This is an optimization exercise on Yosys and OpenROAD, whose aim is small area, a short achievable clock period and few clock cycles, not a production implementation.
No activity file was given, so power comes from the tool's default toggle rates.

==> flow/design.v <==
module nr_step(
	input [9:0] r, input [9:0] q, input [1:0] p, input neg,
	output [9:0] r_n, output [9:0] q_n
);
wire [9:0] a = r;
wire [9:0] b = {~neg, q[8:1] ^ {8{~neg}}, 1'b0};
wire ci = |p;
wire [9:0] h = a ^ b;
wire [9:0] g0 = (a & b) | {9'd0, h[0] & ci};
wire [9:0] p0 = h;
wire [9:0] g1 = g0 | (p0 & {g0[8:0], 1'b0});
wire [9:0] p1 = p0 & {p0[8:0], 1'b0};
wire [9:0] g2 = g1 | (p1 & {g1[7:0], 2'b0});
wire [9:0] p2 = p1 & {p1[7:0], 2'b0};
wire [9:0] g3 = g2 | (p2 & {g2[5:0], 4'b0});
wire [9:0] p3 = p2 & {p2[5:0], 4'b0};
wire [9:0] g4 = g3 | (p3 & {g3[1:0], 8'b0});
wire [9:0] hi = h ^ {g4[8:0], ci};
assign r_n = {hi[7:0], p - 2'd1};
assign q_n = {q[8:0], ~hi[9]};
endmodule
module rs_cudu_v2(
	input clock, reset,
	input sqrt_start, input [19:0] data_in,
	output sqrt_done, output [9:0] data_out
);
reg [2:0] cnt;		 
reg [9:0] q;		 
reg [9:0] r;		 
reg [1:0] pr;		 
reg neg;		 
reg done;
assign sqrt_done = done;
assign data_out = q;
function [12:0] seed;
	input [5:0] d;
	case (d)
		6'd0: seed = {3'd0, 10'd1023};
		6'd1: seed = {3'd1, 10'd0};
		6'd2: seed = {3'd1, 10'd1};
		6'd3: seed = {3'd1, 10'd2};
		6'd4: seed = {3'd2, 10'd1019};
		6'd5: seed = {3'd2, 10'd1020};
		6'd6: seed = {3'd2, 10'd1021};
		6'd7: seed = {3'd2, 10'd1022};
		6'd8: seed = {3'd2, 10'd1023};
		6'd9: seed = {3'd3, 10'd0};
		6'd10: seed = {3'd3, 10'd1};
		6'd11: seed = {3'd3, 10'd2};
		6'd12: seed = {3'd3, 10'd3};
		6'd13: seed = {3'd3, 10'd4};
		6'd14: seed = {3'd3, 10'd5};
		6'd15: seed = {3'd3, 10'd6};
		6'd16: seed = {3'd4, 10'd1015};
		6'd17: seed = {3'd4, 10'd1016};
		6'd18: seed = {3'd4, 10'd1017};
		6'd19: seed = {3'd4, 10'd1018};
		6'd20: seed = {3'd4, 10'd1019};
		6'd21: seed = {3'd4, 10'd1020};
		6'd22: seed = {3'd4, 10'd1021};
		6'd23: seed = {3'd4, 10'd1022};
		6'd24: seed = {3'd4, 10'd1023};
		6'd25: seed = {3'd5, 10'd0};
		6'd26: seed = {3'd5, 10'd1};
		6'd27: seed = {3'd5, 10'd2};
		6'd28: seed = {3'd5, 10'd3};
		6'd29: seed = {3'd5, 10'd4};
		6'd30: seed = {3'd5, 10'd5};
		6'd31: seed = {3'd5, 10'd6};
		6'd32: seed = {3'd5, 10'd7};
		6'd33: seed = {3'd5, 10'd8};
		6'd34: seed = {3'd5, 10'd9};
		6'd35: seed = {3'd5, 10'd10};
		6'd36: seed = {3'd6, 10'd1011};
		6'd37: seed = {3'd6, 10'd1012};
		6'd38: seed = {3'd6, 10'd1013};
		6'd39: seed = {3'd6, 10'd1014};
		6'd40: seed = {3'd6, 10'd1015};
		6'd41: seed = {3'd6, 10'd1016};
		6'd42: seed = {3'd6, 10'd1017};
		6'd43: seed = {3'd6, 10'd1018};
		6'd44: seed = {3'd6, 10'd1019};
		6'd45: seed = {3'd6, 10'd1020};
		6'd46: seed = {3'd6, 10'd1021};
		6'd47: seed = {3'd6, 10'd1022};
		6'd48: seed = {3'd6, 10'd1023};
		6'd49: seed = {3'd7, 10'd0};
		6'd50: seed = {3'd7, 10'd1};
		6'd51: seed = {3'd7, 10'd2};
		6'd52: seed = {3'd7, 10'd3};
		6'd53: seed = {3'd7, 10'd4};
		6'd54: seed = {3'd7, 10'd5};
		6'd55: seed = {3'd7, 10'd6};
		6'd56: seed = {3'd7, 10'd7};
		6'd57: seed = {3'd7, 10'd8};
		6'd58: seed = {3'd7, 10'd9};
		6'd59: seed = {3'd7, 10'd10};
		6'd60: seed = {3'd7, 10'd11};
		6'd61: seed = {3'd7, 10'd12};
		6'd62: seed = {3'd7, 10'd13};
		6'd63: seed = {3'd7, 10'd14};
	endcase
endfunction
wire [2:0] q0;
wire [9:0] r0;
assign {q0, r0} = seed(data_in[19:14]);
wire [9:0] r_n, q_n;
nr_step s0 (.r(r), .q(q), .p(pr), .neg(neg), .r_n(r_n), .q_n(q_n));
always @(posedge clock, posedge reset)
	if (reset) cnt <= 3'd0;
	else if (sqrt_start) cnt <= 3'd1;
	else if (cnt != 3'd0) cnt <= cnt + 3'd1;
always @(posedge clock, posedge reset)
	if (reset) done <= 1'b0;
	else done <= (cnt == 3'd6);
always @(posedge clock) begin
	if (sqrt_start) begin
		q <= {q[8], 6'd0, q0};
		r <= r0;
		neg <= ~q0[0];
	end else begin
		if (cnt != 3'd0) q <= q_n;
		r <= r_n;
		neg <= ~q_n[0];
	end
	case (cnt)
		3'd0: pr <= data_in[13:12];
		3'd1: pr <= data_in[11:10];
		3'd2: pr <= data_in[9:8];
		3'd3: pr <= data_in[7:6];
		3'd4: pr <= data_in[5:4];
		3'd5: pr <= data_in[3:2];
		default: pr <= data_in[1:0];
	endcase
end
endmodule
Settings: LEC_CHECK=0, CAP_MARGIN=20, CORE_MARGIN=2, CORE_UTILIZATION=40, SETUP_SLACK_MARGIN=2.8, SLEW_MARGIN=20; clock period 5.0 ns.
standard.sh (not shown) runs the stock make flow with config.mk's settings and CLKGATE_MAP_FILE= SYNTH_SCRIPT=/design/flow/synth_recipe.tcl, a recipe that flattens the netlist after the stock synthesis.
==> flow/flow/run.sh <==
#!/bin/bash
# The standard layout, with plain buf_1 cells as the port buffers.
set -euo pipefail
export BUFFER_PORTS_ARGS="-buffer_cell sky130_fd_sc_hd__buf_1"
bash standard.sh > make_finish.log 2>&1
The starting point ran to the end with no violations.
Edit:
--- a/flow/design.v
+++ b/flow/design.v
@@ -1,26 +1,5 @@
-module nr_step(
-	input [9:0] r, input [9:0] q, input [1:0] p, input neg,
-	output [9:0] r_n, output [9:0] q_n
-);
-wire [9:0] a = r;
-wire [9:0] b = {~neg, q[8:1] ^ {8{~neg}}, 1'b0};
-wire ci = |p;
-wire [9:0] h = a ^ b;
-wire [9:0] g0 = (a & b) | {9'd0, h[0] & ci};
-wire [9:0] p0 = h;
-wire [9:0] g1 = g0 | (p0 & {g0[8:0], 1'b0});
-wire [9:0] p1 = p0 & {p0[8:0], 1'b0};
-wire [9:0] g2 = g1 | (p1 & {g1[7:0], 2'b0});
-wire [9:0] p2 = p1 & {p1[7:0], 2'b0};
-wire [9:0] g3 = g2 | (p2 & {g2[5:0], 4'b0});
-wire [9:0] p3 = p2 & {p2[5:0], 4'b0};
-wire [9:0] g4 = g3 | (p3 & {g3[1:0], 8'b0});
-wire [9:0] hi = h ^ {g4[8:0], ci};
-assign r_n = {hi[7:0], p - 2'd1};
-assign q_n = {q[8:0], ~hi[9]};
-endmodule
 module rs_cudu_v2(
 	input clock, reset,
 	input sqrt_start, input [19:0] data_in,
 	output sqrt_done, output [9:0] data_out
 );
@@ -102,22 +81,36 @@
 	endcase
 endfunction
 wire [2:0] q0;
 wire [9:0] r0;
 assign {q0, r0} = seed(data_in[19:14]);
-wire [9:0] r_n, q_n;
-nr_step s0 (.r(r), .q(q), .p(pr), .neg(neg), .r_n(r_n), .q_n(q_n));
+wire [9:0] b = {~neg, q[8:1] ^ {8{~neg}}, 1'b0};
+wire ci = |pr;
+wire [9:0] h = r ^ b;
+wire [9:0] g0 = (r & b) | {9'd0, h[0] & ci};
+wire [9:0] p0 = h;
+wire [9:0] g1 = g0 | (p0 & {g0[8:0], 1'b0});
+wire [9:0] p1 = p0 & {p0[8:0], 1'b0};
+wire [9:0] g2 = g1 | (p1 & {g1[7:0], 2'b0});
+wire [9:0] p2 = p1 & {p1[7:0], 2'b0};
+wire [9:0] g3 = g2 | (p2 & {g2[5:0], 4'b0});
+wire [9:0] p3 = p2 & {p2[5:0], 4'b0};
+wire [9:0] g4 = g3 | (p3 & {g3[1:0], 8'b0});
+wire [9:0] hi = h ^ {g4[8:0], ci};
+wire [9:0] r_n = {hi[7:0], pr - 2'd1};
+wire [9:0] q_n = {q[8:0], ~hi[9]};
 always @(posedge clock, posedge reset)
 	if (reset) cnt <= 3'd0;
 	else if (sqrt_start) cnt <= 3'd1;
+	else if (cnt == 3'd7) cnt <= 3'd0;
 	else if (cnt != 3'd0) cnt <= cnt + 3'd1;
 always @(posedge clock, posedge reset)
 	if (reset) done <= 1'b0;
 	else done <= (cnt == 3'd6);
 always @(posedge clock) begin
 	if (sqrt_start) begin
-		q <= {q[8], 6'd0, q0};
+		q <= {7'd0, q0};
 		r <= r0;
 		neg <= ~q0[0];
 	end else begin
 		if (cnt != 3'd0) q <= q_n;
 		r <= r_n;
Result: Utilization goes down by 2.9 points. Power goes down by 4.0%. Sequential cell count is unchanged. Die area goes up by 5.5%. Area after synthesis goes up by 5.9%. First-iteration DRC count goes up by 48%. Maximum frequency goes up by 0.57%. Cell area goes up by 0.88%. Via count goes up by 8.5%. Synthesized cell count goes up by 14%. Clock power hardly moves. Wire length goes down by 4.8%. Combinational power goes down by 5.8%. Clock skew goes up by 0.0066 ns.
No functional check of the RTL was part of any run of this note.

========
Setup of job 103:
rs_cudu_v2, a different RTL version from the one above (not shown whole).
Size: roughly 190 cells after synthesis, roughly 27 flip-flops, ~34 I/O pins, ~0.0017 mm^2 of cells after synthesis.
==> module pair_mux, before the edit <==
module pair_mux(input [2:0] cnt, input [19:0] d, output reg [1:0] pr);
always @(*)
	case (cnt)
		3'd0: pr = d[13:12];
		3'd1: pr = d[11:10];
		3'd2: pr = d[9:8];
		3'd3: pr = d[7:6];
		3'd4: pr = d[5:4];
		3'd5: pr = d[3:2];
		default: pr = d[1:0];
	endcase
endmodule
==> module nr_step, before the edit <==
module nr_step(
	input [9:0] r, input [9:0] q, input [1:0] p, input neg,
	output [9:0] r_n, output [9:0] q_n
);
wire [9:0] a = r;
wire [9:0] b = {~neg, q[8:1] ^ {8{~neg}}, 1'b0};
wire ci = |p;
wire [9:0] hi;
ks_add10 u_add (.a(a), .b(b), .ci(ci), .s(hi));
assign r_n = {hi[7:0], p - 2'd1};
assign q_n = {q[8:0], ~hi[9]};
endmodule
==> module ks_add10, before the edit <==
module ks_add10(input [9:0] a, input [9:0] b, input ci, output [9:0] s);
wire [9:0] h = a ^ b;
wire [9:0] g0 = (a & b) | {9'd0, h[0] & ci};
wire [9:0] p0 = h;
wire [9:0] g1 = g0 | (p0 & {g0[8:0], 1'b0});
wire [9:0] p1 = p0 & {p0[8:0], 1'b0};
wire [9:0] g2 = g1 | (p1 & {g1[7:0], 2'b0});
wire [9:0] p2 = p1 & {p1[7:0], 2'b0};
wire [9:0] g3 = g2 | (p2 & {g2[5:0], 4'b0});
wire [9:0] p3 = p2 & {p2[5:0], 4'b0};
wire [9:0] g4 = g3 | (p3 & {g3[1:0], 8'b0});
assign s = h ^ {g4[8:0], ci};
endmodule
==> module rs_cudu_v2, before the edit <==
module rs_cudu_v2(
	input clock, reset,
	input sqrt_start, input [19:0] data_in,
	output sqrt_done, output [9:0] data_out
);
reg [2:0] cnt;		 
reg [9:0] q;		 
reg [9:0] r;		 
reg [1:0] pr;		 
reg neg;		 
reg done;
assign sqrt_done = done;
assign data_out = q;
wire [2:0] q0;
wire [9:0] r0;
seed_lut u_seed (.d(data_in[19:14]), .q0(q0), .r0(r0));
wire [9:0] rc [0:1];
wire [9:0] qc [0:1];
assign rc[0] = r;
assign qc[0] = q;
nr_step s0 (.r(rc[0]), .q(qc[0]), .p(pr[1:0]), .neg(neg), .r_n(rc[1]), .q_n(qc[1]));
wire [9:0] r_n = rc[1];
wire [9:0] q_n = qc[1];
always @(posedge clock, posedge reset)
	if (reset) cnt <= 3'd0;
	else if (sqrt_start) cnt <= 3'd1;
	else if (cnt != 3'd0) cnt <= cnt + 3'd1;
always @(posedge clock, posedge reset)
	if (reset) done <= 1'b0;
	else done <= (cnt == 3'd6);
wire [1:0] pr_n;
pair_mux u_pair (.cnt(cnt), .d(data_in), .pr(pr_n));
always @(posedge clock) begin
	if (sqrt_start) begin
		q <= {7'd0, q0};
		r <= r0;
		neg <= ~q0[0];
	end else begin
		if (cnt != 3'd0) q <= q_n;
		r <= r_n;
		neg <= ~q_n[0];
	end
	pr <= pr_n;
end
endmodule
Settings: LEC_CHECK=0, CAP_MARGIN=20, CORE_MARGIN=2, CORE_UTILIZATION=40, SETUP_SLACK_MARGIN=2.8, SLEW_MARGIN=20; clock period 5.0 ns.
Scripts as last shown in full above: flow/flow/run.sh
Having completed the whole flow, job 103 delivered a layout that passed the timing, design-rule and antenna checks.
Input changes introduced in job 105 (baseline for comparison: job 103):
diff --git a/flow/design.v b/flow/design.v
--- a/flow/design.v
+++ b/flow/design.v
@@ -71,15 +71,13 @@
 assign {q0, r0} = seed(d);
 endmodule
-module pair_mux(input [2:0] cnt, input [19:0] d, output reg [1:0] pr);
-always @(*)
-	case (cnt)
-		3'd0: pr = d[13:12];
-		3'd1: pr = d[11:10];
-		3'd2: pr = d[9:8];
-		3'd3: pr = d[7:6];
-		3'd4: pr = d[5:4];
-		3'd5: pr = d[3:2];
-		default: pr = d[1:0];
-	endcase
+module pair_mux(input [3:0] js, input [19:0] d, output [1:0] pr);
+assign pr =
+	({2{~js[3] & ~js[0]}} & d[13:12]) |	 
+	({2{ js[3] & ~js[2]}} & d[11:10]) |	 
+	({2{ js[2] & ~js[1]}} & d[9:8]) |	 
+	({2{ js[1] & ~js[0]}} & d[7:6]) |	 
+	({2{ js[3] &  js[0]}} & d[5:4]) |	 
+	({2{~js[3] &  js[2]}} & d[3:2]) |	 
+	({2{~js[2] &  js[1]}} & d[1:0]);	 
 endmodule
 module nr_step(
@@ -90,10 +88,4 @@
 wire [9:0] b = {~neg, q[8:1] ^ {8{~neg}}, 1'b0};
 wire ci = |p;
-wire [9:0] hi;
-ks_add10 u_add (.a(a), .b(b), .ci(ci), .s(hi));
-assign r_n = {hi[7:0], p - 2'd1};
-assign q_n = {q[8:0], ~hi[9]};
-endmodule
-module ks_add10(input [9:0] a, input [9:0] b, input ci, output [9:0] s);
 wire [9:0] h = a ^ b;
 wire [9:0] g0 = (a & b) | {9'd0, h[0] & ci};
@@ -106,5 +98,7 @@
 wire [9:0] p3 = p2 & {p2[5:0], 4'b0};
 wire [9:0] g4 = g3 | (p3 & {g3[1:0], 8'b0});
-assign s = h ^ {g4[8:0], ci};
+wire [9:0] hi = h ^ {g4[8:0], ci};
+assign r_n = {hi[7:0], p - 2'd1};
+assign q_n = {q[8:0], ~hi[9]};
 endmodule
 module rs_cudu_v2(
@@ -113,10 +107,10 @@
 	output sqrt_done, output [9:0] data_out
 );
-reg [2:0] cnt;		 
+reg [3:0] js;		 
 reg [9:0] q;		 
 reg [9:0] r;		 
 reg [1:0] pr;		 
 reg neg;		 
-reg done;
+reg done;		 
 assign sqrt_done = done;
 assign data_out = q;
@@ -132,12 +126,11 @@
 wire [9:0] q_n = qc[1];
 always @(posedge clock, posedge reset)
-	if (reset) cnt <= 3'd0;
-	else if (sqrt_start) cnt <= 3'd1;
-	else if (cnt != 3'd0) cnt <= cnt + 3'd1;
+	if (reset) js <= 4'd0;
+	else js <= {~js[0] & (sqrt_start | js[3]), js[3:1]};
 always @(posedge clock, posedge reset)
 	if (reset) done <= 1'b0;
-	else done <= (cnt == 3'd6);
+	else done <= js[1] & ~js[2];	 
 wire [1:0] pr_n;
-pair_mux u_pair (.cnt(cnt), .d(data_in), .pr(pr_n));
+pair_mux u_pair (.js(js), .d(data_in), .pr(pr_n));
 always @(posedge clock) begin
 	if (sqrt_start) begin
@@ -146,5 +139,5 @@
 		neg <= ~q0[0];
 	end else begin
-		if (cnt != 3'd0) q <= q_n;
+		if (js[3] | js[0]) q <= q_n;	 
 		r <= r_n;
 		neg <= ~q_n[0];
==> run notes <==
Job 105 | stages: all done | timing, DRC, antenna: all pass
On clock network fraction of design power: between job 103 and job 105, it ends up higher for job 105.
Delta (job 105 minus job 103): buffer count excluding the clock tree in the final layout went up by 1; design area went down by 30 um^2; post-route worst setup slack went up by 0.078 ns; total placed instance area went down by about 3.7%.
Fraction of synthesized area in multiplexers, job 103 and job 105: higher on job 105
[job 105 vs job 103] final sequential cell count: higher in job 105
Job 105 vs job 103, instance count: job 105 lower
The count of clock-net buffers in the final layout in job 105 was higher than what job 103 gave.
Compared to job 103, job 105 has total power about 5% lower.
Diff job 103..job 105 | routed length per placed instance | negligible
In the metrics for job 103 and job 105, the one carrying the higher cell area after technology mapping is job 103.
Function was not checked in any run of this note: the RTL went through the layout flow alone.

## afterwards: timing with drivers on the ports
How much do the figures lean on ideal ports? The routed layouts below were timed once more, with nothing changed but the port constraints. Step 1, drivers: a clkbuf_16 drives clock and a buf_2 each remaining input, both assumed. Step 2, shift: input delay + t, output delay - t, t = (earliest + latest rising clock arrival at the registers) / 2. This alone moves slack from input paths to output paths. Slacks: ideal / step 1 / step 2; pairs: ideal / step 1.
run	shift t [ns]	setup WS [ns]	worst hold slack (ns)	worst setup path at the end	clock arrival spread, ns
the first run of note 1	0.294	2.862 / 2.862 / 2.687	0.442 / 0.442 / 0.442	input to register	0.002 / 0.002
the second run of note 1	0.295	2.874 / 2.877 / 2.582	0.438 / 0.438 / 0.438	input to register	0.008 / 0.008
job 103	0.296	2.785 / 2.785 / 2.497	0.437 / 0.437 / 0.437	input to register	0.005 / 0.005
job 105	0.305	2.863 / 2.863 / 2.574	0.435 / 0.435 / 0.435	input to register	0.003 / 0.002
After both steps every run listed still meets setup and hold. For the second run of note 1, which loses most, drivers alone change the setup slack by +0.003 ns; drivers and shift together by -0.292 ns.
